This is an optimization exercise on Yosys and OpenROAD, whose aim is low power, not a production implementation. Only simulation tests tie the RTL to the original design; equivalence was not proved.

### standard.sh
#!/bin/bash
# synth_recipe.tcl (not shown) runs the flow's synth.tcl, then flattens the netlist and writes it again
# the make line also repeats each setting of config.mk as NAME=value (left out here)
make -C /OpenROAD-flow-scripts/flow DESIGN_CONFIG=/design/flow/config.mk WORK_HOME=/design/flow/orfs CLKGATE_MAP_FILE= SYNTH_SCRIPT=/design/flow/synth_recipe.tcl "${@:-finish}"
### constraint.sdc
create_clock -name core_clock -period 9.0 [get_ports {clk}]
set_input_delay 1.8000 -clock core_clock [delete_from_list [all_inputs] [get_ports {clk}]]
set_output_delay 1.8000 -clock core_clock [all_outputs]
set_load 0.01 [all_outputs]
### flow/run.sh
#!/bin/bash
# The standard layout, with clock tree synthesis told not to add dummy loads
# (the loads only balance the tree, and each one draws clock power) and to
# cluster more flip-flops on each leaf buffer.
set -euo pipefail
export CTS_ARGS="-sink_clustering_enable -repair_clock_nets -dont_use_dummy_load -sink_clustering_size 24 -sink_clustering_max_diameter 50 -buf_list {sky130_fd_sc_hd__clkbuf_16}"
bash standard.sh > standard.log 2>&1
### design.v
module pipeline_md5(
    input clk,
    input [63:0] num,
    output reg [127:0] answer,
    output reg [63:0] currnum
    );
function [31:0] add_bk(input [31:0] a, input [31:0] b);
  reg [31:0] G, P, p0; integer i, s;
  begin
    p0 = a ^ b; G = a & b; P = p0;
    for (s = 1; s < 32; s = s * 2)
      for (i = 2 * s - 1; i < 32; i = i + 2 * s) begin
        G[i] = G[i] | (P[i] & G[i - s]); P[i] = P[i] & P[i - s];
      end
    for (s = 8; s >= 1; s = s / 2)
      for (i = 3 * s - 1; i < 32; i = i + 2 * s) begin
        G[i] = G[i] | (P[i] & G[i - s]); P[i] = P[i] & P[i - s];
      end
    add_bk = p0 ^ {G[30:0], 1'b0};
  end
endfunction
function [31:0] add_rc(input [31:0] a, input [31:0] b);
  reg c; integer i; reg [31:0] y;
  begin
    c = 1'b0;
    for (i = 0; i < 32; i = i + 1) begin
      y[i] = a[i] ^ b[i] ^ c;
      c = (a[i] & b[i]) | (a[i] & c) | (b[i] & c);
    end
    add_rc = y;
  end
endfunction
function [31:0] add3_bk(input [31:0] a, input [31:0] b, input [31:0] k);
  begin
    add3_bk = add_bk(a ^ b ^ k, {(a[30:0] & b[30:0]) | (a[30:0] & k[30:0]) | (b[30:0] & k[30:0]), 1'b0});
  end
endfunction
function [31:0] add3_ks(input [31:0] a, input [31:0] b, input [31:0] k);
  begin
    add3_ks = a + b + k;
  end
endfunction
function [31:0] add_sk(input [31:0] a, input [31:0] b);
  reg [31:0] G, P, p0; integer i, l, j;
  begin
    p0 = a ^ b; G = a & b; P = p0;
    for (l = 0; l < 5; l = l + 1)
      for (i = 0; i < 32; i = i + 1)
        if ((i >> l) & 1) begin
          j = ((i >> l) << l) - 1;
          G[i] = G[i] | (P[i] & G[j]); P[i] = P[i] & P[j];
        end
    add_sk = p0 ^ {G[30:0], 1'b0};
  end
endfunction
function [31:0] add_hc(input [31:0] a, input [31:0] b);
  reg [31:0] G, P, p0; integer i, s;
  begin
    p0 = a ^ b; G = a & b; P = p0;
    for (s = 1; s < 32; s = s * 2)
      for (i = 31; i >= 1; i = i - 1)
        if ((i & 1) && i - s >= 0) begin
          G[i] = G[i] | (P[i] & G[i - s]); P[i] = P[i] & P[i - s];
        end
    for (i = 2; i < 32; i = i + 2) begin
      G[i] = G[i] | (P[i] & G[i - 1]); P[i] = P[i] & P[i - 1];
    end
    add_hc = p0 ^ {G[30:0], 1'b0};
  end
endfunction
function [31:0] add_pr(input [31:0] a, input [31:0] b);
  reg [31:0] p, g; reg [32:0] c; integer i;
  begin
    p = a ^ b; g = a & b; c[0] = 1'b0;
    for (i = 0; i < 32; i = i + 1) c[i + 1] = g[i] | (p[i] & c[i]);
    add_pr = p ^ c[31:0];
  end
endfunction
function [31:0] add_bkpg(input [31:0] p0, input [31:0] g0);
  reg [31:0] G, P; integer i, s;
  begin
    G = g0; P = p0;
    for (s = 1; s < 32; s = s * 2)
      for (i = 2 * s - 1; i < 32; i = i + 2 * s) begin
        G[i] = G[i] | (P[i] & G[i - s]); P[i] = P[i] & P[i - s];
      end
    for (s = 8; s >= 1; s = s / 2)
      for (i = 3 * s - 1; i < 32; i = i + 2 * s) begin
        G[i] = G[i] | (P[i] & G[i - s]); P[i] = P[i] & P[i - s];
      end
    add_bkpg = p0 ^ {G[30:0], 1'b0};
  end
endfunction
reg [31:0] b0_n;   
wire [31:0] b0 = ~b0_n;
reg [31:0] u0;
reg [63:0] n0;
reg [31:0] b1_n;   
wire [31:0] b1 = ~b1_n;
reg [31:0] c1;
reg [31:0] u1;
reg [63:0] n1;
reg [31:0] b2_n;   
wire [31:0] b2 = ~b2_n;
reg [31:0] c2;
reg [31:0] d2;
reg [31:0] u2;
reg [63:0] n2;
reg [31:0] b3_n;   
wire [31:0] b3 = ~b3_n;
reg [31:0] c3;
reg [31:0] d3;
reg [31:0] u3;
reg [63:0] n3;
reg [31:0] b4_n;   
wire [31:0] b4 = ~b4_n;
reg [31:0] c4;
reg [31:0] d4;
reg [31:0] u4;
reg [63:0] n4;
reg [31:0] b5_n;   
wire [31:0] b5 = ~b5_n;
reg [31:0] c5;
reg [31:0] d5;
reg [31:0] u5;
reg [63:0] n5;
reg [31:0] b6_n;   
wire [31:0] b6 = ~b6_n;
reg [31:0] c6;
reg [31:0] d6;
reg [31:0] u6;
reg [63:0] n6;
reg [31:0] b7_n;   
wire [31:0] b7 = ~b7_n;
reg [31:0] c7;
reg [31:0] d7;
reg [31:0] u7;
reg [63:0] n7;
reg [31:0] b8_n;   
wire [31:0] b8 = ~b8_n;
reg [31:0] c8;
reg [31:0] d8;
reg [31:0] u8;
reg [63:0] n8;
reg [31:0] b9_n;   
wire [31:0] b9 = ~b9_n;
reg [31:0] c9;
reg [31:0] d9;
reg [31:0] u9;
reg [63:0] n9;
reg [31:0] b10_n;   
wire [31:0] b10 = ~b10_n;
reg [31:0] c10;
reg [31:0] d10;
reg [31:0] u10;
reg [63:0] n10;
reg [31:0] b11_n;   
wire [31:0] b11 = ~b11_n;
reg [31:0] c11;
reg [31:0] d11;
reg [31:0] u11;
reg [63:0] n11;
reg [31:0] b12_n;   
wire [31:0] b12 = ~b12_n;
reg [31:0] c12;
reg [31:0] d12;
reg [31:0] u12;
reg [63:0] n12;
reg [31:0] b13_n;   
wire [31:0] b13 = ~b13_n;
reg [31:0] c13;
reg [31:0] d13;
reg [31:0] u13;
reg [63:0] n13;
reg [31:0] b14_n;   
wire [31:0] b14 = ~b14_n;
reg [31:0] c14;
reg [31:0] d14;
reg [31:0] u14;
reg [63:0] n14;
reg [31:0] b15_n;   
wire [31:0] b15 = ~b15_n;
reg [31:0] c15;
reg [31:0] d15;
reg [31:0] u15;
reg [63:0] n15;
reg [31:0] b16_n;   
wire [31:0] b16 = ~b16_n;
reg [31:0] c16;
reg [31:0] d16;
reg [31:0] u16;
reg [63:0] n16;
reg [31:0] b17_n;   
wire [31:0] b17 = ~b17_n;
reg [31:0] c17;
reg [31:0] d17;
reg [31:0] u17;
reg [63:0] n17;
reg [31:0] b18_n;   
wire [31:0] b18 = ~b18_n;
reg [31:0] c18;
reg [31:0] d18;
reg [31:0] u18;
reg [63:0] n18;
reg [31:0] b19_n;   
wire [31:0] b19 = ~b19_n;
reg [31:0] c19;
reg [31:0] d19;
reg [31:0] u19;
reg [63:0] n19;
reg [31:0] b20_n;   
wire [31:0] b20 = ~b20_n;
reg [31:0] c20;
reg [31:0] d20;
reg [31:0] u20;
reg [63:0] n20;
reg [31:0] b21_n;   
wire [31:0] b21 = ~b21_n;
reg [31:0] c21;
reg [31:0] d21;
reg [31:0] u21;
reg [63:0] n21;
reg [31:0] b22_n;   
wire [31:0] b22 = ~b22_n;
reg [31:0] c22;
reg [31:0] d22;
reg [31:0] u22;
reg [63:0] n22;
reg [31:0] b23_n;   
wire [31:0] b23 = ~b23_n;
reg [31:0] c23;
reg [31:0] d23;
reg [31:0] u23;
reg [63:0] n23;
reg [31:0] b24_n;   
wire [31:0] b24 = ~b24_n;
reg [31:0] c24;
reg [31:0] d24;
reg [31:0] u24;
reg [63:0] n24;
reg [31:0] b25_n;   
wire [31:0] b25 = ~b25_n;
reg [31:0] c25;
reg [31:0] d25;
reg [31:0] u25;
reg [63:0] n25;
reg [31:0] b26_n;   
wire [31:0] b26 = ~b26_n;
reg [31:0] c26;
reg [31:0] d26;
reg [31:0] u26;
reg [63:0] n26;
reg [31:0] b27_n;   
wire [31:0] b27 = ~b27_n;
reg [31:0] c27;
reg [31:0] d27;
reg [31:0] u27;
reg [63:0] n27;
reg [31:0] b28_n;   
wire [31:0] b28 = ~b28_n;
reg [31:0] c28;
reg [31:0] d28;
reg [31:0] u28;
reg [63:0] n28;
reg [31:0] b29_n;   
wire [31:0] b29 = ~b29_n;
reg [31:0] c29;
reg [31:0] d29;
reg [31:0] u29;
reg [63:0] n29;
reg [31:0] b30_n;   
wire [31:0] b30 = ~b30_n;
reg [31:0] c30;
reg [31:0] d30;
reg [31:0] u30;
reg [63:0] n30;
reg [31:0] b31_n;   
wire [31:0] b31 = ~b31_n;
reg [31:0] c31;
reg [31:0] x31_n;   
wire [31:0] x31 = ~x31_n;
reg [31:0] u31;
reg [63:0] n31;
reg [31:0] b32_n;   
wire [31:0] b32 = ~b32_n;
reg [31:0] c32;
reg [31:0] x32_n;   
wire [31:0] x32 = ~x32_n;
reg [31:0] u32;
reg [63:0] n32;
reg [31:0] b33_n;   
wire [31:0] b33 = ~b33_n;
reg [31:0] c33;
reg [31:0] x33_n;   
wire [31:0] x33 = ~x33_n;
reg [31:0] u33;
reg [63:0] n33;
reg [31:0] b34_n;   
wire [31:0] b34 = ~b34_n;
reg [31:0] c34;
reg [31:0] x34_n;   
wire [31:0] x34 = ~x34_n;
reg [31:0] u34;
reg [63:0] n34;
reg [31:0] b35_n;   
wire [31:0] b35 = ~b35_n;
reg [31:0] c35;
reg [31:0] x35_n;   
wire [31:0] x35 = ~x35_n;
reg [31:0] u35;
reg [63:0] n35;
reg [31:0] b36_n;   
wire [31:0] b36 = ~b36_n;
reg [31:0] c36;
reg [31:0] x36_n;   
wire [31:0] x36 = ~x36_n;
reg [31:0] u36;
reg [63:0] n36;
reg [31:0] b37_n;   
wire [31:0] b37 = ~b37_n;
reg [31:0] c37;
reg [31:0] x37_n;   
wire [31:0] x37 = ~x37_n;
reg [31:0] u37;
reg [63:0] n37;
reg [31:0] b38_n;   
wire [31:0] b38 = ~b38_n;
reg [31:0] c38;
reg [31:0] x38_n;   
wire [31:0] x38 = ~x38_n;
reg [31:0] u38;
reg [63:0] n38;
reg [31:0] b39_n;   
wire [31:0] b39 = ~b39_n;
reg [31:0] c39;
reg [31:0] x39_n;   
wire [31:0] x39 = ~x39_n;
reg [31:0] u39;
reg [63:0] n39;
reg [31:0] b40_n;   
wire [31:0] b40 = ~b40_n;
reg [31:0] c40;
reg [31:0] x40_n;   
wire [31:0] x40 = ~x40_n;
reg [31:0] u40;
reg [63:0] n40;
reg [31:0] b41_n;   
wire [31:0] b41 = ~b41_n;
reg [31:0] c41;
reg [31:0] x41_n;   
wire [31:0] x41 = ~x41_n;
reg [31:0] u41;
reg [63:0] n41;
reg [31:0] b42_n;   
wire [31:0] b42 = ~b42_n;
reg [31:0] c42;
reg [31:0] x42_n;   
wire [31:0] x42 = ~x42_n;
reg [31:0] u42;
reg [63:0] n42;
reg [31:0] b43_n;   
wire [31:0] b43 = ~b43_n;
reg [31:0] c43;
reg [31:0] x43_n;   
wire [31:0] x43 = ~x43_n;
reg [31:0] u43;
reg [63:0] n43;
reg [31:0] b44_n;   
wire [31:0] b44 = ~b44_n;
reg [31:0] c44;
reg [31:0] x44_n;   
wire [31:0] x44 = ~x44_n;
reg [31:0] u44;
reg [63:0] n44;
reg [31:0] b45_n;   
wire [31:0] b45 = ~b45_n;
reg [31:0] c45;
reg [31:0] x45_n;   
wire [31:0] x45 = ~x45_n;
reg [31:0] u45;
reg [63:0] n45;
reg [31:0] b46_n;   
wire [31:0] b46 = ~b46_n;
reg [31:0] c46;
reg [31:0] x46_n;   
wire [31:0] x46 = ~x46_n;
reg [31:0] u46;
reg [63:0] n46;
reg [31:0] b47_n;   
wire [31:0] b47 = ~b47_n;
reg [31:0] c47;
reg [31:0] z47_n;   
wire [31:0] z47 = ~z47_n;
reg [31:0] u47;
reg [63:0] n47;
reg [31:0] b48_n;   
wire [31:0] b48 = ~b48_n;
reg [31:0] c48;
reg [31:0] z48_n;   
wire [31:0] z48 = ~z48_n;
reg [31:0] u48;
reg [63:0] n48;
reg [31:0] b49_n;   
wire [31:0] b49 = ~b49_n;
reg [31:0] c49;
reg [31:0] z49_n;   
wire [31:0] z49 = ~z49_n;
reg [31:0] u49;
reg [63:0] n49;
reg [31:0] b50_n;   
wire [31:0] b50 = ~b50_n;
reg [31:0] c50;
reg [31:0] z50_n;   
wire [31:0] z50 = ~z50_n;
reg [31:0] u50;
reg [63:0] n50;
reg [31:0] b51_n;   
wire [31:0] b51 = ~b51_n;
reg [31:0] c51;
reg [31:0] z51_n;   
wire [31:0] z51 = ~z51_n;
reg [31:0] u51;
reg [63:0] n51;
reg [31:0] b52_n;   
wire [31:0] b52 = ~b52_n;
reg [31:0] c52;
reg [31:0] z52_n;   
wire [31:0] z52 = ~z52_n;
reg [31:0] u52;
reg [63:0] n52;
reg [31:0] b53_n;   
wire [31:0] b53 = ~b53_n;
reg [31:0] c53;
reg [31:0] z53_n;   
wire [31:0] z53 = ~z53_n;
reg [31:0] u53;
reg [63:0] n53;
reg [31:0] b54_n;   
wire [31:0] b54 = ~b54_n;
reg [31:0] c54;
reg [31:0] z54_n;   
wire [31:0] z54 = ~z54_n;
reg [31:0] u54;
reg [63:0] n54;
reg [31:0] b55_n;   
wire [31:0] b55 = ~b55_n;
reg [31:0] c55;
reg [31:0] z55_n;   
wire [31:0] z55 = ~z55_n;
reg [31:0] u55;
reg [63:0] n55;
reg [31:0] b56_n;   
wire [31:0] b56 = ~b56_n;
reg [31:0] c56;
reg [31:0] z56_n;   
wire [31:0] z56 = ~z56_n;
reg [31:0] u56;
reg [63:0] n56;
reg [31:0] b57_n;   
wire [31:0] b57 = ~b57_n;
reg [31:0] c57;
reg [31:0] z57_n;   
wire [31:0] z57 = ~z57_n;
reg [31:0] u57;
reg [63:0] n57;
reg [31:0] b58_n;   
wire [31:0] b58 = ~b58_n;
reg [31:0] c58;
reg [31:0] z58_n;   
wire [31:0] z58 = ~z58_n;
reg [31:0] u58;
reg [63:0] n58;
reg [31:0] b59_n;   
wire [31:0] b59 = ~b59_n;
reg [31:0] c59;
reg [31:0] z59_n;   
wire [31:0] z59 = ~z59_n;
reg [31:0] u59;
reg [63:0] n59;
reg [31:0] b60_n;   
wire [31:0] b60 = ~b60_n;
reg [31:0] c60;
reg [31:0] z60_n;   
wire [31:0] z60 = ~z60_n;
reg [31:0] u60;
reg [63:0] n60;
reg [31:0] b61_n;   
wire [31:0] b61 = ~b61_n;
reg [31:0] c61;
reg [31:0] z61_n;   
wire [31:0] z61 = ~z61_n;
reg [31:0] u61;
reg [63:0] n61;
reg [31:0] b62_n;   
wire [31:0] b62 = ~b62_n;
reg [31:0] c62;
reg [31:0] z62_n;   
wire [31:0] z62 = ~z62_n;
reg [31:0] u62;
reg [63:0] n62;
wire [31:0] t0 = add_bk({num[39:32], num[47:40], num[55:48], num[63:56]}, 32'hd76aa477);
wire [31:0] y0 = add_bk(32'hefcdab89, {t0[24:0], t0[31:25]});
always @(posedge clk) begin
  b0_n <= ~(y0);
  u0 <= add3_bk(32'h10325476, {num[7:0], num[15:8], num[23:16], num[31:24]}, 32'he8c7b756);
  n0 <= num;
end
wire [31:0] f1 = ((b0 & 32'hefcdab89) | (~b0 & 32'h98badcfe));
wire [31:0] t1 = add_bk(u0, f1);
wire [31:0] y1 = add_bk(b0, {t1[19:0], t1[31:20]});
wire [31:0] un1 = add_rc(32'h98badcfe, 32'h2420715b);
always @(posedge clk) begin
  b1_n <= ~(y1);
  c1 <= b0;
  u1 <= un1;
  n1 <= n0;
end
wire [31:0] f2 = ((b1 & c1) | (~b1 & 32'hefcdab89));
wire [31:0] t2 = add_bk(u1, f2);
wire [31:0] y2 = add_bk(b1, {t2[14:0], t2[31:15]});
wire [31:0] un2 = add_rc(32'hefcdab89, 32'hc1bdceee);
always @(posedge clk) begin
  b2_n <= ~(y2);
  c2 <= b1;
  d2 <= c1;
  u2 <= un2;
  n2 <= n1;
end
wire [31:0] f3 = ((b2 & c2) | (~b2 & d2));
wire [31:0] t3 = add_bk(u2, f3);
wire [31:0] y3 = add_bk(b2, {t3[9:0], t3[31:10]});
wire [31:0] un3 = add_rc(d2, 32'hf57c0faf);
always @(posedge clk) begin
  b3_n <= ~(y3);
  c3 <= b2;
  d3 <= c2;
  u3 <= un3;
  n3 <= n2;
end
wire [31:0] f4 = ((b3 & c3) | (~b3 & d3));
wire [31:0] t4 = add_bk(u3, f4);
wire [31:0] y4 = add_bk(b3, {t4[24:0], t4[31:25]});
wire [31:0] un4 = add_rc(d3, 32'h4787c62a);
always @(posedge clk) begin
  b4_n <= ~(y4);
  c4 <= b3;
  d4 <= c3;
  u4 <= un4;
  n4 <= n3;
end
wire [31:0] f5 = ((b4 & c4) | (~b4 & d4));
wire [31:0] t5 = add_bk(u4, f5);
wire [31:0] y5 = add_bk(b4, {t5[19:0], t5[31:20]});
wire [31:0] un5 = add_rc(d4, 32'ha8304613);
always @(posedge clk) begin
  b5_n <= ~(y5);
  c5 <= b4;
  d5 <= c4;
  u5 <= un5;
  n5 <= n4;
end
wire [31:0] f6 = ((b5 & c5) | (~b5 & d5));
wire [31:0] t6 = add_bk(u5, f6);
wire [31:0] y6 = add_bk(b5, {t6[14:0], t6[31:15]});
wire [31:0] un6 = add_rc(d5, 32'hfd469501);
always @(posedge clk) begin
  b6_n <= ~(y6);
  c6 <= b5;
  d6 <= c5;
  u6 <= un6;
  n6 <= n5;
end
wire [31:0] f7 = ((b6 & c6) | (~b6 & d6));
wire [31:0] t7 = add_bk(u6, f7);
wire [31:0] y7 = add_bk(b6, {t7[9:0], t7[31:10]});
wire [31:0] un7 = add_rc(d6, 32'h698098d8);
always @(posedge clk) begin
  b7_n <= ~(y7);
  c7 <= b6;
  d7 <= c6;
  u7 <= un7;
  n7 <= n6;
end
wire [31:0] f8 = ((b7 & c7) | (~b7 & d7));
wire [31:0] t8 = add_bk(u7, f8);
wire [31:0] y8 = add_bk(b7, {t8[24:0], t8[31:25]});
wire [31:0] un8 = add_rc(d7, 32'h8b44f7af);
always @(posedge clk) begin
  b8_n <= ~(y8);
  c8 <= b7;
  d8 <= c7;
  u8 <= un8;
  n8 <= n7;
end
wire [31:0] f9 = ((b8 & c8) | (~b8 & d8));
wire [31:0] t9 = add_bk(u8, f9);
wire [31:0] y9 = add_bk(b8, {t9[19:0], t9[31:20]});
wire [31:0] un9 = add_rc(d8, 32'hffff5bb1);
always @(posedge clk) begin
  b9_n <= ~(y9);
  c9 <= b8;
  d9 <= c8;
  u9 <= un9;
  n9 <= n8;
end
wire [31:0] f10 = ((b9 & c9) | (~b9 & d9));
wire [31:0] t10 = add_bk(u9, f10);
wire [31:0] y10 = add_bk(b9, {t10[14:0], t10[31:15]});
wire [31:0] un10 = add_rc(d9, 32'h895cd7be);
always @(posedge clk) begin
  b10_n <= ~(y10);
  c10 <= b9;
  d10 <= c9;
  u10 <= un10;
  n10 <= n9;
end
wire [31:0] f11 = ((b10 & c10) | (~b10 & d10));
wire [31:0] t11 = add_bk(u10, f11);
wire [31:0] y11 = add_bk(b10, {t11[9:0], t11[31:10]});
wire [31:0] un11 = add_rc(d10, 32'h6b901122);
always @(posedge clk) begin
  b11_n <= ~(y11);
  c11 <= b10;
  d11 <= c10;
  u11 <= un11;
  n11 <= n10;
end
wire [31:0] f12 = ((b11 & c11) | (~b11 & d11));
wire [31:0] t12 = add_bk(u11, f12);
wire [31:0] y12 = add_bk(b11, {t12[24:0], t12[31:25]});
wire [31:0] un12 = add_rc(d11, 32'hfd987193);
always @(posedge clk) begin
  b12_n <= ~(y12);
  c12 <= b11;
  d12 <= c11;
  u12 <= un12;
  n12 <= n11;
end
wire [31:0] f13 = ((b12 & c12) | (~b12 & d12));
wire [31:0] t13 = add_bk(u12, f13);
wire [31:0] y13 = add_bk(b12, {t13[19:0], t13[31:20]});
wire [31:0] un13 = add_rc(d12, 32'ha67943ce);
always @(posedge clk) begin
  b13_n <= ~(y13);
  c13 <= b12;
  d13 <= c12;
  u13 <= un13;
  n13 <= n12;
end
wire [31:0] f14 = ((b13 & c13) | (~b13 & d13));
wire [31:0] t14 = add_bk(u13, f14);
wire [31:0] y14 = add_bk(b13, {t14[14:0], t14[31:15]});
wire [31:0] un14 = add_rc(d13, 32'h49b40821);
always @(posedge clk) begin
  b14_n <= ~(y14);
  c14 <= b13;
  d14 <= c13;
  u14 <= un14;
  n14 <= n13;
end
wire [31:0] f15 = ((b14 & c14) | (~b14 & d14));
wire [31:0] t15 = add_bk(u14, f15);
wire [31:0] y15 = add_bk(b14, {t15[9:0], t15[31:10]});
wire [31:0] un15 = add3_bk(d14, {n14[7:0], n14[15:8], n14[23:16], n14[31:24]}, 32'hf61e2562);
always @(posedge clk) begin
  b15_n <= ~(y15);
  c15 <= b14;
  d15 <= c14;
  u15 <= un15;
  n15 <= n14;
end
wire [31:0] f16 = ((d15 & b15) | (~d15 & c15));
wire [31:0] t16 = add_bk(u15, f16);
wire [31:0] y16 = add_bk(b15, {t16[26:0], t16[31:27]});
wire [31:0] un16 = add_rc(d15, 32'hc040b340);
always @(posedge clk) begin
  b16_n <= ~(y16);
  c16 <= b15;
  d16 <= c15;
  u16 <= un16;
  n16 <= n15;
end
wire [31:0] f17 = ((d16 & b16) | (~d16 & c16));
wire [31:0] t17 = add_bk(u16, f17);
wire [31:0] y17 = add_bk(b16, {t17[22:0], t17[31:23]});
wire [31:0] un17 = add_rc(d16, 32'h265e5a51);
always @(posedge clk) begin
  b17_n <= ~(y17);
  c17 <= b16;
  d17 <= c16;
  u17 <= un17;
  n17 <= n16;
end
wire [31:0] f18 = ((d17 & b17) | (~d17 & c17));
wire [31:0] t18 = add_bk(u17, f18);
wire [31:0] y18 = add_bk(b17, {t18[17:0], t18[31:18]});
wire [31:0] un18 = add3_bk(d17, {n17[39:32], n17[47:40], n17[55:48], n17[63:56]}, 32'he9b6c7aa);
always @(posedge clk) begin
  b18_n <= ~(y18);
  c18 <= b17;
  d18 <= c17;
  u18 <= un18;
  n18 <= n17;
end
wire [31:0] f19 = ((d18 & b18) | (~d18 & c18));
wire [31:0] t19 = add_bk(u18, f19);
wire [31:0] y19 = add_bk(b18, {t19[11:0], t19[31:12]});
wire [31:0] un19 = add_rc(d18, 32'hd62f105d);
always @(posedge clk) begin
  b19_n <= ~(y19);
  c19 <= b18;
  d19 <= c18;
  u19 <= un19;
  n19 <= n18;
end
wire [31:0] f20 = ((d19 & b19) | (~d19 & c19));
wire [31:0] t20 = add_bk(u19, f20);
wire [31:0] y20 = add_bk(b19, {t20[26:0], t20[31:27]});
wire [31:0] un20 = add_rc(d19, 32'h02441453);
always @(posedge clk) begin
  b20_n <= ~(y20);
  c20 <= b19;
  d20 <= c19;
  u20 <= un20;
  n20 <= n19;
end
wire [31:0] f21 = ((d20 & b20) | (~d20 & c20));
wire [31:0] t21 = add_bk(u20, f21);
wire [31:0] y21 = add_bk(b20, {t21[22:0], t21[31:23]});
wire [31:0] un21 = add_rc(d20, 32'hd8a1e681);
always @(posedge clk) begin
  b21_n <= ~(y21);
  c21 <= b20;
  d21 <= c20;
  u21 <= un21;
  n21 <= n20;
end
wire [31:0] f22 = ((d21 & b21) | (~d21 & c21));
wire [31:0] t22 = add_bk(u21, f22);
wire [31:0] y22 = add_bk(b21, {t22[17:0], t22[31:18]});
wire [31:0] un22 = add_rc(d21, 32'he7d3fbc8);
always @(posedge clk) begin
  b22_n <= ~(y22);
  c22 <= b21;
  d22 <= c21;
  u22 <= un22;
  n22 <= n21;
end
wire [31:0] f23 = ((d22 & b22) | (~d22 & c22));
wire [31:0] t23 = add_bk(u22, f23);
wire [31:0] y23 = add_bk(b22, {t23[11:0], t23[31:12]});
wire [31:0] un23 = add_rc(d22, 32'h21e1cde6);
always @(posedge clk) begin
  b23_n <= ~(y23);
  c23 <= b22;
  d23 <= c22;
  u23 <= un23;
  n23 <= n22;
end
wire [31:0] f24 = ((d23 & b23) | (~d23 & c23));
wire [31:0] t24 = add_bk(u23, f24);
wire [31:0] y24 = add_bk(b23, {t24[26:0], t24[31:27]});
wire [31:0] un24 = add_rc(d23, 32'hc3370816);
always @(posedge clk) begin
  b24_n <= ~(y24);
  c24 <= b23;
  d24 <= c23;
  u24 <= un24;
  n24 <= n23;
end
wire [31:0] f25 = ((d24 & b24) | (~d24 & c24));
wire [31:0] t25 = add_bk(u24, f25);
wire [31:0] y25 = add_bk(b24, {t25[22:0], t25[31:23]});
wire [31:0] un25 = add_rc(d24, 32'hf4d50d87);
always @(posedge clk) begin
  b25_n <= ~(y25);
  c25 <= b24;
  d25 <= c24;
  u25 <= un25;
  n25 <= n24;
end
wire [31:0] f26 = ((d25 & b25) | (~d25 & c25));
wire [31:0] t26 = add_bk(u25, f26);
wire [31:0] y26 = add_bk(b25, {t26[17:0], t26[31:18]});
wire [31:0] un26 = add_rc(d25, 32'h455a14ed);
always @(posedge clk) begin
  b26_n <= ~(y26);
  c26 <= b25;
  d26 <= c25;
  u26 <= un26;
  n26 <= n25;
end
wire [31:0] f27 = ((d26 & b26) | (~d26 & c26));
wire [31:0] t27 = add_bk(u26, f27);
wire [31:0] y27 = add_bk(b26, {t27[11:0], t27[31:12]});
wire [31:0] un27 = add_rc(d26, 32'ha9e3e905);
always @(posedge clk) begin
  b27_n <= ~(y27);
  c27 <= b26;
  d27 <= c26;
  u27 <= un27;
  n27 <= n26;
end
wire [31:0] f28 = ((d27 & b27) | (~d27 & c27));
wire [31:0] t28 = add_bk(u27, f28);
wire [31:0] y28 = add_bk(b27, {t28[26:0], t28[31:27]});
wire [31:0] un28 = add_rc(d27, 32'hfcefa478);
always @(posedge clk) begin
  b28_n <= ~(y28);
  c28 <= b27;
  d28 <= c27;
  u28 <= un28;
  n28 <= n27;
end
wire [31:0] f29 = ((d28 & b28) | (~d28 & c28));
wire [31:0] t29 = add_bk(u28, f29);
wire [31:0] y29 = add_bk(b28, {t29[22:0], t29[31:23]});
wire [31:0] un29 = add_rc(d28, 32'h676f02d9);
always @(posedge clk) begin
  b29_n <= ~(y29);
  c29 <= b28;
  d29 <= c28;
  u29 <= un29;
  n29 <= n28;
end
wire [31:0] f30 = ((d29 & b29) | (~d29 & c29));
wire [31:0] t30 = add_bk(u29, f30);
wire [31:0] y30 = add_bk(b29, {t30[17:0], t30[31:18]});
wire [31:0] un30 = add_rc(d29, 32'h8d2a4c8a);
always @(posedge clk) begin
  b30_n <= ~(y30);
  c30 <= b29;
  d30 <= c29;
  u30 <= un30;
  n30 <= n29;
end
wire [31:0] f31 = ((d30 & b30) | (~d30 & c30));
wire [31:0] t31 = add_bk(u30, f31);
wire [31:0] y31 = add_bk(b30, {t31[11:0], t31[31:12]});
wire [31:0] un31 = add_rc(d30, 32'hfffa3942);
always @(posedge clk) begin
  b31_n <= ~(y31);
  c31 <= b30;
  x31_n <= ~(b30 ^ c30);
  u31 <= un31;
  n31 <= n30;
end
wire [31:0] dd32 = x31 ^ c31;
wire [31:0] f32 = (b31 ^ x31);
wire [31:0] t32 = add_bk(u31, f32);
wire [31:0] y32 = add_bk(b31, {t32[27:0], t32[31:28]});
wire [31:0] un32 = add_rc(dd32, 32'h8771f681);
always @(posedge clk) begin
  b32_n <= ~(y32);
  c32 <= b31;
  x32_n <= ~(b31 ^ c31);
  u32 <= un32;
  n32 <= n31;
end
wire [31:0] dd33 = x32 ^ c32;
wire [31:0] f33 = (b32 ^ x32);
wire [31:0] t33 = add_bk(u32, f33);
wire [31:0] y33 = add_bk(b32, {t33[20:0], t33[31:21]});
wire [31:0] un33 = add_rc(dd33, 32'h6d9d6122);
always @(posedge clk) begin
  b33_n <= ~(y33);
  c33 <= b32;
  x33_n <= ~(b32 ^ c32);
  u33 <= un33;
  n33 <= n32;
end
wire [31:0] dd34 = x33 ^ c33;
wire [31:0] f34 = (b33 ^ x33);
wire [31:0] t34 = add_bk(u33, f34);
wire [31:0] y34 = add_bk(b33, {t34[15:0], t34[31:16]});
wire [31:0] un34 = add_rc(dd34, 32'hfde5384c);
always @(posedge clk) begin
  b34_n <= ~(y34);
  c34 <= b33;
  x34_n <= ~(b33 ^ c33);
  u34 <= un34;
  n34 <= n33;
end
wire [31:0] dd35 = x34 ^ c34;
wire [31:0] f35 = (b34 ^ x34);
wire [31:0] t35 = add_bk(u34, f35);
wire [31:0] y35 = add_bk(b34, {t35[8:0], t35[31:9]});
wire [31:0] un35 = add3_bk(dd35, {n34[7:0], n34[15:8], n34[23:16], n34[31:24]}, 32'ha4beea44);
always @(posedge clk) begin
  b35_n <= ~(y35);
  c35 <= b34;
  x35_n <= ~(b34 ^ c34);
  u35 <= un35;
  n35 <= n34;
end
wire [31:0] dd36 = x35 ^ c35;
wire [31:0] f36 = (b35 ^ x35);
wire [31:0] t36 = add_bk(u35, f36);
wire [31:0] y36 = add_bk(b35, {t36[27:0], t36[31:28]});
wire [31:0] un36 = add_rc(dd36, 32'h4bdecfa9);
always @(posedge clk) begin
  b36_n <= ~(y36);
  c36 <= b35;
  x36_n <= ~(b35 ^ c35);
  u36 <= un36;
  n36 <= n35;
end
wire [31:0] dd37 = x36 ^ c36;
wire [31:0] f37 = (b36 ^ x36);
wire [31:0] t37 = add_bk(u36, f37);
wire [31:0] y37 = add_bk(b36, {t37[20:0], t37[31:21]});
wire [31:0] un37 = add_rc(dd37, 32'hf6bb4b60);
always @(posedge clk) begin
  b37_n <= ~(y37);
  c37 <= b36;
  x37_n <= ~(b36 ^ c36);
  u37 <= un37;
  n37 <= n36;
end
wire [31:0] dd38 = x37 ^ c37;
wire [31:0] f38 = (b37 ^ x37);
wire [31:0] t38 = add_bk(u37, f38);
wire [31:0] y38 = add_bk(b37, {t38[15:0], t38[31:16]});
wire [31:0] un38 = add_rc(dd38, 32'hbebfbc70);
always @(posedge clk) begin
  b38_n <= ~(y38);
  c38 <= b37;
  x38_n <= ~(b37 ^ c37);
  u38 <= un38;
  n38 <= n37;
end
wire [31:0] dd39 = x38 ^ c38;
wire [31:0] f39 = (b38 ^ x38);
wire [31:0] t39 = add_bk(u38, f39);
wire [31:0] y39 = add_bk(b38, {t39[8:0], t39[31:9]});
wire [31:0] un39 = add_rc(dd39, 32'h289b7ec6);
always @(posedge clk) begin
  b39_n <= ~(y39);
  c39 <= b38;
  x39_n <= ~(b38 ^ c38);
  u39 <= un39;
  n39 <= n38;
end
wire [31:0] dd40 = x39 ^ c39;
wire [31:0] f40 = (b39 ^ x39);
wire [31:0] t40 = add_bk(u39, f40);
wire [31:0] y40 = add_bk(b39, {t40[27:0], t40[31:28]});
wire [31:0] un40 = add3_bk(dd40, {n39[39:32], n39[47:40], n39[55:48], n39[63:56]}, 32'heaa127fa);
always @(posedge clk) begin
  b40_n <= ~(y40);
  c40 <= b39;
  x40_n <= ~(b39 ^ c39);
  u40 <= un40;
  n40 <= n39;
end
wire [31:0] dd41 = x40 ^ c40;
wire [31:0] f41 = (b40 ^ x40);
wire [31:0] t41 = add_bk(u40, f41);
wire [31:0] y41 = add_bk(b40, {t41[20:0], t41[31:21]});
wire [31:0] un41 = add_rc(dd41, 32'hd4ef3085);
always @(posedge clk) begin
  b41_n <= ~(y41);
  c41 <= b40;
  x41_n <= ~(b40 ^ c40);
  u41 <= un41;
  n41 <= n40;
end
wire [31:0] dd42 = x41 ^ c41;
wire [31:0] f42 = (b41 ^ x41);
wire [31:0] t42 = add_bk(u41, f42);
wire [31:0] y42 = add_bk(b41, {t42[15:0], t42[31:16]});
wire [31:0] un42 = add_rc(dd42, 32'h04881d05);
always @(posedge clk) begin
  b42_n <= ~(y42);
  c42 <= b41;
  x42_n <= ~(b41 ^ c41);
  u42 <= un42;
  n42 <= n41;
end
wire [31:0] dd43 = x42 ^ c42;
wire [31:0] f43 = (b42 ^ x42);
wire [31:0] t43 = add_bk(u42, f43);
wire [31:0] y43 = add_bk(b42, {t43[8:0], t43[31:9]});
wire [31:0] un43 = add_rc(dd43, 32'hd9d4d039);
always @(posedge clk) begin
  b43_n <= ~(y43);
  c43 <= b42;
  x43_n <= ~(b42 ^ c42);
  u43 <= un43;
  n43 <= n42;
end
wire [31:0] dd44 = x43 ^ c43;
wire [31:0] f44 = (b43 ^ x43);
wire [31:0] t44 = add_bk(u43, f44);
wire [31:0] y44 = add_bk(b43, {t44[27:0], t44[31:28]});
wire [31:0] un44 = add_rc(dd44, 32'he6db99e5);
always @(posedge clk) begin
  b44_n <= ~(y44);
  c44 <= b43;
  x44_n <= ~(b43 ^ c43);
  u44 <= un44;
  n44 <= n43;
end
wire [31:0] dd45 = x44 ^ c44;
wire [31:0] f45 = (b44 ^ x44);
wire [31:0] t45 = add_bk(u44, f45);
wire [31:0] y45 = add_bk(b44, {t45[20:0], t45[31:21]});
wire [31:0] un45 = add_rc(dd45, 32'h1fa27cf8);
always @(posedge clk) begin
  b45_n <= ~(y45);
  c45 <= b44;
  x45_n <= ~(b44 ^ c44);
  u45 <= un45;
  n45 <= n44;
end
wire [31:0] dd46 = x45 ^ c45;
wire [31:0] f46 = (b45 ^ x45);
wire [31:0] t46 = add_bk(u45, f46);
wire [31:0] y46 = add_bk(b45, {t46[15:0], t46[31:16]});
wire [31:0] un46 = add_rc(dd46, 32'hc4ac56e5);
always @(posedge clk) begin
  b46_n <= ~(y46);
  c46 <= b45;
  x46_n <= ~(b45 ^ c45);
  u46 <= un46;
  n46 <= n45;
end
wire [31:0] dd47 = x46 ^ c46;
wire [31:0] f47 = (b46 ^ x46);
wire [31:0] t47 = add_bk(u46, f47);
wire [31:0] y47 = add_bk(b46, {t47[8:0], t47[31:9]});
wire [31:0] un47 = add3_bk(dd47, {n46[39:32], n46[47:40], n46[55:48], n46[63:56]}, 32'hf4292244);
always @(posedge clk) begin
  b47_n <= ~(y47);
  c47 <= b46;
  z47_n <= ~(~(b46 ^ c46));
  u47 <= un47;
  n47 <= n46;
end
wire [31:0] dd48 = ~(z47 ^ c47);
wire [31:0] f48 = ((b47 & ~c47) | (~b47 & z47));
wire [31:0] t48 = add_bk(u47, f48);
wire [31:0] y48 = add_bk(b47, {t48[25:0], t48[31:26]});
wire [31:0] un48 = add_rc(dd48, 32'h432aff97);
always @(posedge clk) begin
  b48_n <= ~(y48);
  c48 <= b47;
  z48_n <= ~(~(b47 ^ c47));
  u48 <= un48;
  n48 <= n47;
end
wire [31:0] dd49 = ~(z48 ^ c48);
wire [31:0] f49 = ((b48 & ~c48) | (~b48 & z48));
wire [31:0] t49 = add_bk(u48, f49);
wire [31:0] y49 = add_bk(b48, {t49[21:0], t49[31:22]});
wire [31:0] un49 = add_rc(dd49, 32'hab9423e7);
always @(posedge clk) begin
  b49_n <= ~(y49);
  c49 <= b48;
  z49_n <= ~(~(b48 ^ c48));
  u49 <= un49;
  n49 <= n48;
end
wire [31:0] dd50 = ~(z49 ^ c49);
wire [31:0] f50 = ((b49 & ~c49) | (~b49 & z49));
wire [31:0] t50 = add_bk(u49, f50);
wire [31:0] y50 = add_bk(b49, {t50[16:0], t50[31:17]});
wire [31:0] un50 = add_rc(dd50, 32'hfc93a039);
always @(posedge clk) begin
  b50_n <= ~(y50);
  c50 <= b49;
  z50_n <= ~(~(b49 ^ c49));
  u50 <= un50;
  n50 <= n49;
end
wire [31:0] dd51 = ~(z50 ^ c50);
wire [31:0] f51 = ((b50 & ~c50) | (~b50 & z50));
wire [31:0] t51 = add_bk(u50, f51);
wire [31:0] y51 = add_bk(b50, {t51[10:0], t51[31:11]});
wire [31:0] un51 = add_rc(dd51, 32'h655b59c3);
always @(posedge clk) begin
  b51_n <= ~(y51);
  c51 <= b50;
  z51_n <= ~(~(b50 ^ c50));
  u51 <= un51;
  n51 <= n50;
end
wire [31:0] dd52 = ~(z51 ^ c51);
wire [31:0] f52 = ((b51 & ~c51) | (~b51 & z51));
wire [31:0] t52 = add_bk(u51, f52);
wire [31:0] y52 = add_bk(b51, {t52[25:0], t52[31:26]});
wire [31:0] un52 = add_rc(dd52, 32'h8f0ccc92);
always @(posedge clk) begin
  b52_n <= ~(y52);
  c52 <= b51;
  z52_n <= ~(~(b51 ^ c51));
  u52 <= un52;
  n52 <= n51;
end
wire [31:0] dd53 = ~(z52 ^ c52);
wire [31:0] f53 = ((b52 & ~c52) | (~b52 & z52));
wire [31:0] t53 = add_bk(u52, f53);
wire [31:0] y53 = add_bk(b52, {t53[21:0], t53[31:22]});
wire [31:0] un53 = add_rc(dd53, 32'hffeff47d);
always @(posedge clk) begin
  b53_n <= ~(y53);
  c53 <= b52;
  z53_n <= ~(~(b52 ^ c52));
  u53 <= un53;
  n53 <= n52;
end
wire [31:0] dd54 = ~(z53 ^ c53);
wire [31:0] f54 = ((b53 & ~c53) | (~b53 & z53));
wire [31:0] t54 = add_bk(u53, f54);
wire [31:0] y54 = add_bk(b53, {t54[16:0], t54[31:17]});
wire [31:0] un54 = add3_bk(dd54, {n53[7:0], n53[15:8], n53[23:16], n53[31:24]}, 32'h85845dd1);
always @(posedge clk) begin
  b54_n <= ~(y54);
  c54 <= b53;
  z54_n <= ~(~(b53 ^ c53));
  u54 <= un54;
  n54 <= n53;
end
wire [31:0] dd55 = ~(z54 ^ c54);
wire [31:0] f55 = ((b54 & ~c54) | (~b54 & z54));
wire [31:0] t55 = add_bk(u54, f55);
wire [31:0] y55 = add_bk(b54, {t55[10:0], t55[31:11]});
wire [31:0] un55 = add_rc(dd55, 32'h6fa87e4f);
always @(posedge clk) begin
  b55_n <= ~(y55);
  c55 <= b54;
  z55_n <= ~(~(b54 ^ c54));
  u55 <= un55;
  n55 <= n54;
end
wire [31:0] dd56 = ~(z55 ^ c55);
wire [31:0] f56 = ((b55 & ~c55) | (~b55 & z55));
wire [31:0] t56 = add_bk(u55, f56);
wire [31:0] y56 = add_bk(b55, {t56[25:0], t56[31:26]});
wire [31:0] un56 = add_rc(dd56, 32'hfe2ce6e0);
always @(posedge clk) begin
  b56_n <= ~(y56);
  c56 <= b55;
  z56_n <= ~(~(b55 ^ c55));
  u56 <= un56;
  n56 <= n55;
end
wire [31:0] dd57 = ~(z56 ^ c56);
wire [31:0] f57 = ((b56 & ~c56) | (~b56 & z56));
wire [31:0] t57 = add_bk(u56, f57);
wire [31:0] y57 = add_bk(b56, {t57[21:0], t57[31:22]});
wire [31:0] un57 = add_rc(dd57, 32'ha3014314);
always @(posedge clk) begin
  b57_n <= ~(y57);
  c57 <= b56;
  z57_n <= ~(~(b56 ^ c56));
  u57 <= un57;
  n57 <= n56;
end
wire [31:0] dd58 = ~(z57 ^ c57);
wire [31:0] f58 = ((b57 & ~c57) | (~b57 & z57));
wire [31:0] t58 = add_bk(u57, f58);
wire [31:0] y58 = add_bk(b57, {t58[16:0], t58[31:17]});
wire [31:0] un58 = add_rc(dd58, 32'h4e0811a1);
always @(posedge clk) begin
  b58_n <= ~(y58);
  c58 <= b57;
  z58_n <= ~(~(b57 ^ c57));
  u58 <= un58;
  n58 <= n57;
end
wire [31:0] dd59 = ~(z58 ^ c58);
wire [31:0] f59 = ((b58 & ~c58) | (~b58 & z58));
wire [31:0] t59 = add_bk(u58, f59);
wire [31:0] y59 = add_bk(b58, {t59[10:0], t59[31:11]});
wire [31:0] un59 = add_rc(dd59, 32'hf7537e82);
always @(posedge clk) begin
  b59_n <= ~(y59);
  c59 <= b58;
  z59_n <= ~(~(b58 ^ c58));
  u59 <= un59;
  n59 <= n58;
end
wire [31:0] dd60 = ~(z59 ^ c59);
wire [31:0] f60 = ((b59 & ~c59) | (~b59 & z59));
wire [31:0] t60 = add_bk(u59, f60);
wire [31:0] y60 = add_bk(b59, {t60[25:0], t60[31:26]});
wire [31:0] un60 = add_rc(dd60, 32'hbd3af235);
always @(posedge clk) begin
  b60_n <= ~(y60);
  c60 <= b59;
  z60_n <= ~(~(b59 ^ c59));
  u60 <= un60;
  n60 <= n59;
end
wire [31:0] dd61 = ~(z60 ^ c60);
wire [31:0] f61 = ((b60 & ~c60) | (~b60 & z60));
wire [31:0] t61 = add_bk(u60, f61);
wire [31:0] y61 = add_bk(b60, {t61[21:0], t61[31:22]});
wire [31:0] un61 = add_rc(dd61, 32'h2ad7d33b);
always @(posedge clk) begin
  b61_n <= ~(y61);
  c61 <= b60;
  z61_n <= ~(~(b60 ^ c60));
  u61 <= un61;
  n61 <= n60;
end
wire [31:0] dd62 = ~(z61 ^ c61);
wire [31:0] f62 = ((b61 & ~c61) | (~b61 & z61));
wire [31:0] t62 = add_bk(u61, f62);
wire [31:0] y62 = add_bk(b61, {t62[16:0], t62[31:17]});
wire [31:0] un62 = add_rc(dd62, 32'heb86d391);
always @(posedge clk) begin
  b62_n <= ~(y62);
  c62 <= b61;
  z62_n <= ~(~(b61 ^ c61));
  u62 <= un62;
  n62 <= n61;
end
wire [31:0] dd63 = ~(z62 ^ c62);
wire [31:0] f63 = ((b62 & ~c62) | (~b62 & z62));
wire [31:0] t63 = add_bk(u62, f63);
wire [31:0] y63 = add3_bk(b62, {t63[10:0], t63[31:11]}, 32'hefcdab89);
wire [31:0] fa = add_rc(dd63, 32'h67452301);
wire [31:0] fc = add_rc(b62, 32'h98badcfe);
wire [31:0] fd = add_rc(c62, 32'h10325476);
always @(posedge clk) begin
  answer <= {fa[7:0], fa[15:8], fa[23:16], fa[31:24],
             y63[7:0], y63[15:8], y63[23:16], y63[31:24],
             fc[7:0], fc[15:8], fc[23:16], fc[31:24],
             fd[7:0], fd[15:8], fd[23:16], fd[31:24]};
  currnum <= n62;
end
endmodule
### config.mk
export PLATFORM = sky130hd
export DESIGN_NAME = pipeline_md5
export DESIGN_NICKNAME = pipeline_md5
export VERILOG_FILES = /design/flow/design.v
export SDC_FILE = /design/flow/constraint.sdc
export NUM_CORES = 8
export LEC_CHECK = 0
export CAP_MARGIN = 20
export CORE_MARGIN = 2
export CORE_UTILIZATION = 40
export SLEW_MARGIN = 20
==> results of run 1 <==
per-layer routing:
layer  vias up  routed length [um]
met2      5411              687000
met4        18               54900
met3      2363               46900
met1    136657              563000
met5         -                 118
li1     135089                   -
final cells by class:
cell class / count / area [um^2] / area share [%]
diodes: 36 / 90.1 / 0.0167
clock buffers: 1352 / 33800 / 6.25
inverters: 6952 / 26100 / 4.82
multi-input cells: 21956 / 215000 / 39.8
flip-flops and latches: 12126 / 243000 / 44.9
well taps: 16037 / 20100 / 3.71
repair buffers: 279 / 2740 / 0.506
critical path: stages (launching register included):
cell	delay [ns]
dfxtp_1	0.32
mux2_2	0.22
ha_1	0.14
inv_1	0.05
fa_1	0.40
nor2b_1	0.11
o21ai_0	0.10
o211a_1	0.25
o21ai_1	0.58
o31ai_1	0.28
o211a_1	0.29
a211o_1	0.32
o21a_1	0.21
fa_1	0.37
xor2_1	0.17
xor2_1	0.76
ha_1	0.37
o21ai_0	0.17
a32oi_1	0.17
a31o_2	0.38
o31a_1	0.33
a41o_1	0.29
o41ai_2	0.43
o21a_1	0.22
fa_1	0.18
xor2_1	0.17
xnor2_1	0.13
worst max path at each step:
stage                      to  depth (start not counted)  slack [ns]  startpoint
finish               b4_n[31]                         26        1.46     b3_n[0]
global route        b52_n[31]                         26        1.01    b51_n[0]
CTS                 b25_n[31]                         28        1.47      d24[0]
detailed placement  b40_n[31]                         25        1.52    b39_n[0]
global placement      u51[31]                         51        1.46      c50[0]
floorplan           b26_n[31]                         28        2.66      d25[0]
stage by stage:
stage	instances	hold WS, ns	utilization [%]	area, um^2
floorplan	41034	0.310	-	484000
global placement	57350	0.310	41.9	507000
detailed placement	57350	0.312	41.9	507000
CTS	58702	0.263	44.7	541000
global route	58711	0.266	44.7	541000
finish	58738	0.255	44.8	541000
placed cells by master, fill, tap and decap left out, drive strengths merged, types with 475 or more instances in the layout:
master / count
dfxtp: 12126
xnor2: 2042
clkbuf: 1352
fa: 2081
inv: 6952
nor2: 958
mux2i: 676
a21o: 1181
a21oi: 1544
xor2: 2736
o21ai: 651
ha: 5729
nand2: 884
mux2: 475
cells by family after synthesis:
| logic type | count (synthesis) | synth area share [%] |
|---|---|---|
| XOR/XNOR | 4778 | 8.64 |
| buffers and inverters | 6952 | 5.39 |
| multiplexers | 1151 | 2.50 |
| AO/OA/AOI/OAI | 4899 | 6.69 |
| AND/OR/NAND/NOR | 3318 | 3.22 |
| flip-flops | 12126 | 50.1 |
| adder cells (fa/ha/maj) | 7810 | 23.4 |
==> run notes, run 1 <==
# Post-CTS Setup Buffers=0; GPL Wtd Cong=0.934; DR DRC count=0; CP Launch Type=flip-flop; die extent in y=1100 um; DIE WIDTH=1100 um; filler cell count=111111; root buf cell=clkbuf_16; count of final hold-check violations=0; r2r startpoint=b3_n[0]; RSZ-0062 raised after global routing=false; Max Clock Freq=133 MHz; worst r2r dst=b4_n[31]; grt total ovfl=0; fin crit share=83.7%; Period minus WS final=7.54 ns; Core ar.=1210000 um^2; IO Count=257; Most Crowded Layer GR=met2; worst hold start=n32[60]; Synth Area per Inst=11.8 um^2; Max Transition Viols Final=0; Seq/Total Area, Yosys=50.1%; post-route setup TNS=0 ns; largest area contributor in the netlist=dfxtp_1; Final setup viols=0; first-pass GRT wire length=1960000 um; via/cell ratio=4.76; vias=279538; post-synthesis to final-layout area growth=11.7%; H-tree Lvls=7; Mapped Cells=41034; share of cells above drive strength 1=4.69%; number of flip-flops in the largest register=128; worst reg2reg path depth=26; post-cts resize count=0; Post-Synthesis Cell Area=484000 um^2; Synth Flop Type=dfxtp_1; top post-synthesis cells by area=dfxtp_1 (50%), ha_1 (15%), fa_1 (8.6%); drt initial violations=14004; Min-Delay Path Class=reg -> reg; r2r setup slk=1.46 ns; DRT antenna net count=0; critical path arrival=8.69 ns; Max Buffers Root-to-Sink=6; Critical Path Sink Type=flip-flop; max_slew headroom=25.4%; CTS Hold Buffers Added=0; DR WL/cell=23.0 um; Clock Latency Late Sink=1.28 ns; Worst Hold Endpoint=n33[60]; worst hold path cell count=0; met3 Resource Use GR=2.42%; Mapped Nets=48909; Clock Skews=0.133 ns; Post-Route WL=1350000 um; Initial Util=40.1%; Die Area=1220000 um^2; Post-synth top cells=dfxtp_1 (12126), inv_1 (6946), ha_1 (5729), xor2_1 (2736), fa_1 (2081); largest net degree at the start of global routing=25; vias in the first global route=299565; fraction of registers with async set/reset=0%; top cell type's share of synthesized area=50.1%; most frequent cell after synthesis=dfxtp_1; Buffers on Ports=256; EDFF count, synth=0; Max FO, Critical Path=4; CP required=10.15 ns; Largest Register=answer; status=timing/DRC/antenna clean; Final WS setup=1.46 ns; row count=404; Yosys Warn Count=1; max cap viols=0; total CTS buffers=1352; GRT Total Usage=21.8%; CTS tree=built; Sink Count=12126; met2 GRT Util=40.1%; initial antenna violation count=103; worst slew pin tran=1.11 ns; HPWL Detailed=1160000 um; met1 Track Usage GR=26.3%; DRT Pass-1 Iters=6; WS Path Type=reg -> reg; post-synthesis register bit count=12126; Distinct cells, synth=83; Total Nets Final=50542; Post-Place Worst Slack=1.52 ns; Worst-path clk slew=0.07 ns
==> run 2, diff against run 1 <==
==> flow/run.sh (replaced) <==
#!/bin/bash
# The standard layout, with clock tree synthesis told not to add dummy loads
# (the loads only balance the tree, and each one draws clock power) and to
# cluster more flip-flops on each leaf buffer.
set -euo pipefail
export CTS_ARGS="-sink_clustering_enable -repair_clock_nets -dont_use_dummy_load -sink_clustering_size 14 -sink_clustering_max_diameter 50 -buf_list {sky130_fd_sc_hd__clkbuf_8}"
bash standard.sh > standard.log 2>&1
--- a/config.mk
+++ b/config.mk
@@ -10,2 +10,5 @@
 export CORE_UTILIZATION = 40
+export GPL_ROUTABILITY_DRIVEN = 0
+export GPL_TIMING_DRIVEN = 0
+export PLACE_DENSITY = 0.9
 export SLEW_MARGIN = 20
==> run notes, run 2 <==
Synth Flop Type=dfxtp_1; Total Nets Final=50148 (-0.78%); Clock Latency Late Sink=1.39 ns (+0.11 ns); total CTS buffers=981 (-27%); placed cells=57327 (-0.040%); CTS tree=built; fraction of registers with async set/reset=0% (unchanged); Final setup viols=0 (unchanged); post-route insts no fill=58352 (-0.66%); DR DRC count=0 (unchanged); Worst Hold Endpoint=n10[55]; top cell type's share of synthesized area=50.1% (unchanged); EDFF count, synth=0 (unchanged); status=timing/DRC/antenna clean; first-pass GRT wire length=1750000 um (-11%); post-cts resize count=0 (unchanged); r2r setup slk=1.07 ns (-0.39 ns); share of cells above drive strength 1=3.79% (-0.90 points); row count=404 (unchanged); Initial Util=40.1% (unchanged); Post-Route WL=1170000 um (-14%); Post-Synthesis Cell Area=484000 um^2 (unchanged); filler cell count=104920 (-5.6%); Yosys Warn Count=1 (unchanged); CP Launch Type=flip-flop; top post-synthesis cells by area=dfxtp_1 (50%), ha_1 (15%), fa_1 (8.6%); worst r2r dst=b30_n[31]; largest area contributor in the netlist=dfxtp_1; worst hold path cell count=0 (unchanged); Clock Skews=0.215 ns (+0.0824 ns); Period minus WS final=7.93 ns (+0.391 ns); CP required=10.27 ns (+0.12 ns); Max Buffers Root-to-Sink=5 (-1); largest net degree at the start of global routing=24 (-4.0%); grt total ovfl=0 (unchanged); r2r startpoint=c29[0]; max cap viols=0 (unchanged); Core ar.=1210000 um^2 (unchanged); most frequent cell after synthesis=dfxtp_1; worst slew pin tran=1.08 ns (-0.0301 ns); number of flip-flops in the largest register=128 (unchanged); Max Transition Viols Final=0 (unchanged); Max FO, Critical Path=4 (unchanged); CTS Hold Buffers Added=0 (unchanged); via/cell ratio=4.96 (+4.2%); vias=289453 (+3.5%); Post-synth top cells=dfxtp_1 (12126), inv_1 (6946), ha_1 (5729), xor2_1 (2736), fa_1 (2081); root buf cell=clkbuf_8; Buffers on Ports=256 (unchanged); most common cell after layout, fill and taps aside=dfxtp_1; # Post-CTS Setup Buffers=0 (unchanged); WS Path Type=reg -> reg; DR WL/cell=20.0 um (-13%); Sink Count=12126 (unchanged); H-tree Lvls=6 (-1); CP max-delay cell=xnor2_1; count of final hold-check violations=0 (unchanged); Mapped Nets=48909 (unchanged); Finished Core Util=43.1% (-1.7 points); fin crit share=88.1% (+4.3 points); DRT antenna net count=0 (unchanged); most frequent cells in the layout=dfxtp_1 (12126), inv_1 (6946), ha_1 (5729), xor2_1 (2736), fa_1 (2081); Critical Path Sink Type=flip-flop; CP dominant cell by count=fa_1; Synth Area per Inst=11.8 um^2 (unchanged); RSZ-0062 raised after global routing=false; Mapped Cells=41034 (unchanged); Largest Register=answer; vias in the first global route=307087 (+2.5%); Min-Delay Path Class=reg -> reg; Critical Path Max Stage Delay=0.68 ns (-0.08 ns); worst hold start=n9[55]; initial antenna violation count=93 (-9.7%); post-route setup TNS=0 ns (unchanged); GRT Total Usage=18.6% (-3.2 points); critical path arrival=9.19 ns (+0.50 ns); post-synthesis to final-layout area growth=7.49%; Max Clock Freq=126 MHz (-4.9%); worst reg2reg path depth=27 (+3.8%); DIE WIDTH=1100 um (unchanged); drt initial violations=19997 (+43%); Die Area=1220000 um^2 (unchanged); post-synthesis register bit count=12126 (unchanged); Seq/Total Area, Yosys=50.1% (unchanged); DRT Pass-1 Iters=8 (+2); HPWL Detailed=965000 um (-16%); Worst-path clk slew=0.10 ns (+0.03 ns); IO Count=257 (unchanged); die extent in y=1100 um (unchanged); Distinct cells, synth=83 (unchanged); max_slew headroom=27.4% (+2.0 points)
## run 2: worst max-delay path by stage
stage	slack [ns]	start	endpoint
6_report	1.07	c29[0]	b30_n[31]
2_1_floorplan	2.66	d25[0]	b26_n[31]
5_1_grt	0.53	c29[0]	b30_n[31]
3_5_place_dp	1.19	c29[0]	b30_n[31]
4_1_cts	1.11	c29[0]	b30_n[31]
3_3_place_gp	1.28	d29[0]	b30_n[31]
## run 2: cells by family (layout without fill, tap and decap cells)
family | Yosys count | count (layout) | synth area share [%]
flip-flops | 12126 | 12126 | 50.1
AO/OA/AOI/OAI | 4899 | 4899 | 6.69
other | 0 | 44 | 0
buffers and inverters | 6952 | 8189 | 5.39
adder cells (fa/ha/maj) | 7810 | 7810 | 23.4
XOR/XNOR | 4778 | 4778 | 8.64
multiplexers | 1151 | 1151 | 2.50
AND/OR/NAND/NOR | 3318 | 3318 | 3.22
## run 2: per-layer routing
metal  vias up  routed length (um)  part of all wire [%]  global-route usage (%)
met4        44              112000                   9.6                    14.9
met1    138800              417000                    36                    19.8
met2     11593              550000                    47                    31.9
met5         -                 301                 0.026                       0
met3      4851               88000                   7.5                    4.09
li1     134165                   -                     -                       -
## run 2: area by class of cell
type	count	area, um^2	share of cell area (%)
antenna	44	110	0.0212
timing repair buffer	256	2560	0.492
tap	16037	20100	3.86
clock buffer	981	13500	2.59
sequential	12126	243000	46.6
inverter	6952	26100	5.01
multi-input combinational	21956	215000	41.4
## run 2: stage by stage
stage | hold WS, ns | setup slack (ns) | instance area, um^2
after global placement | 0.310 | 1.28 | 507000
after floorplan | 0.310 | 2.66 | 484000
final | 0.158 | 1.07 | 520000
after CTS | 0.140 | 1.11 | 520000
after detailed placement | 0.312 | 1.19 | 507000
after global routing | 0.168 | 0.525 | 520000
## run 2: worst max-delay path: cells and delay by family (launching register included)
kind	cells	cell delay, ns
DFF	1	0.32
adders and majority gates	5	1.68
xor gates and xnor gates	4	1.19
and+or+nand+nor	4	1.10
AOI/OAI and AO/OA	14	3.60

-- afterwards: timing with drivers on the ports --
No port has a modelled driver above. Below, the same layouts with a new extraction and two added sets of constraints. Step 1: set_driving_cell puts a clkbuf_16 on clk and a buf_2 on each other input, an assumption about the parent block. Step 2 moves the port delays by t, midway between the first and last clock arrival at a register: inputs arrive t later, outputs are due t later. That takes back most of the time a late clock gives input paths. Slacks: ideal / step 1 / step 2; pairs: ideal / step 1.
| run | t, ns | setup WS [ns] | worst register clock-pin slew, ns | pins driven straight from the clock port |
|---|---|---|---|---|
| run 1 | 1.380 | 1.464 / 1.464 / 1.464 | 0.09 / 0.09 | 1 |
| run 2 | 1.444 | 1.073 / 1.073 / 1.073 | 0.10 / 0.10 | 1 |
After both steps every run listed still meets setup and hold.
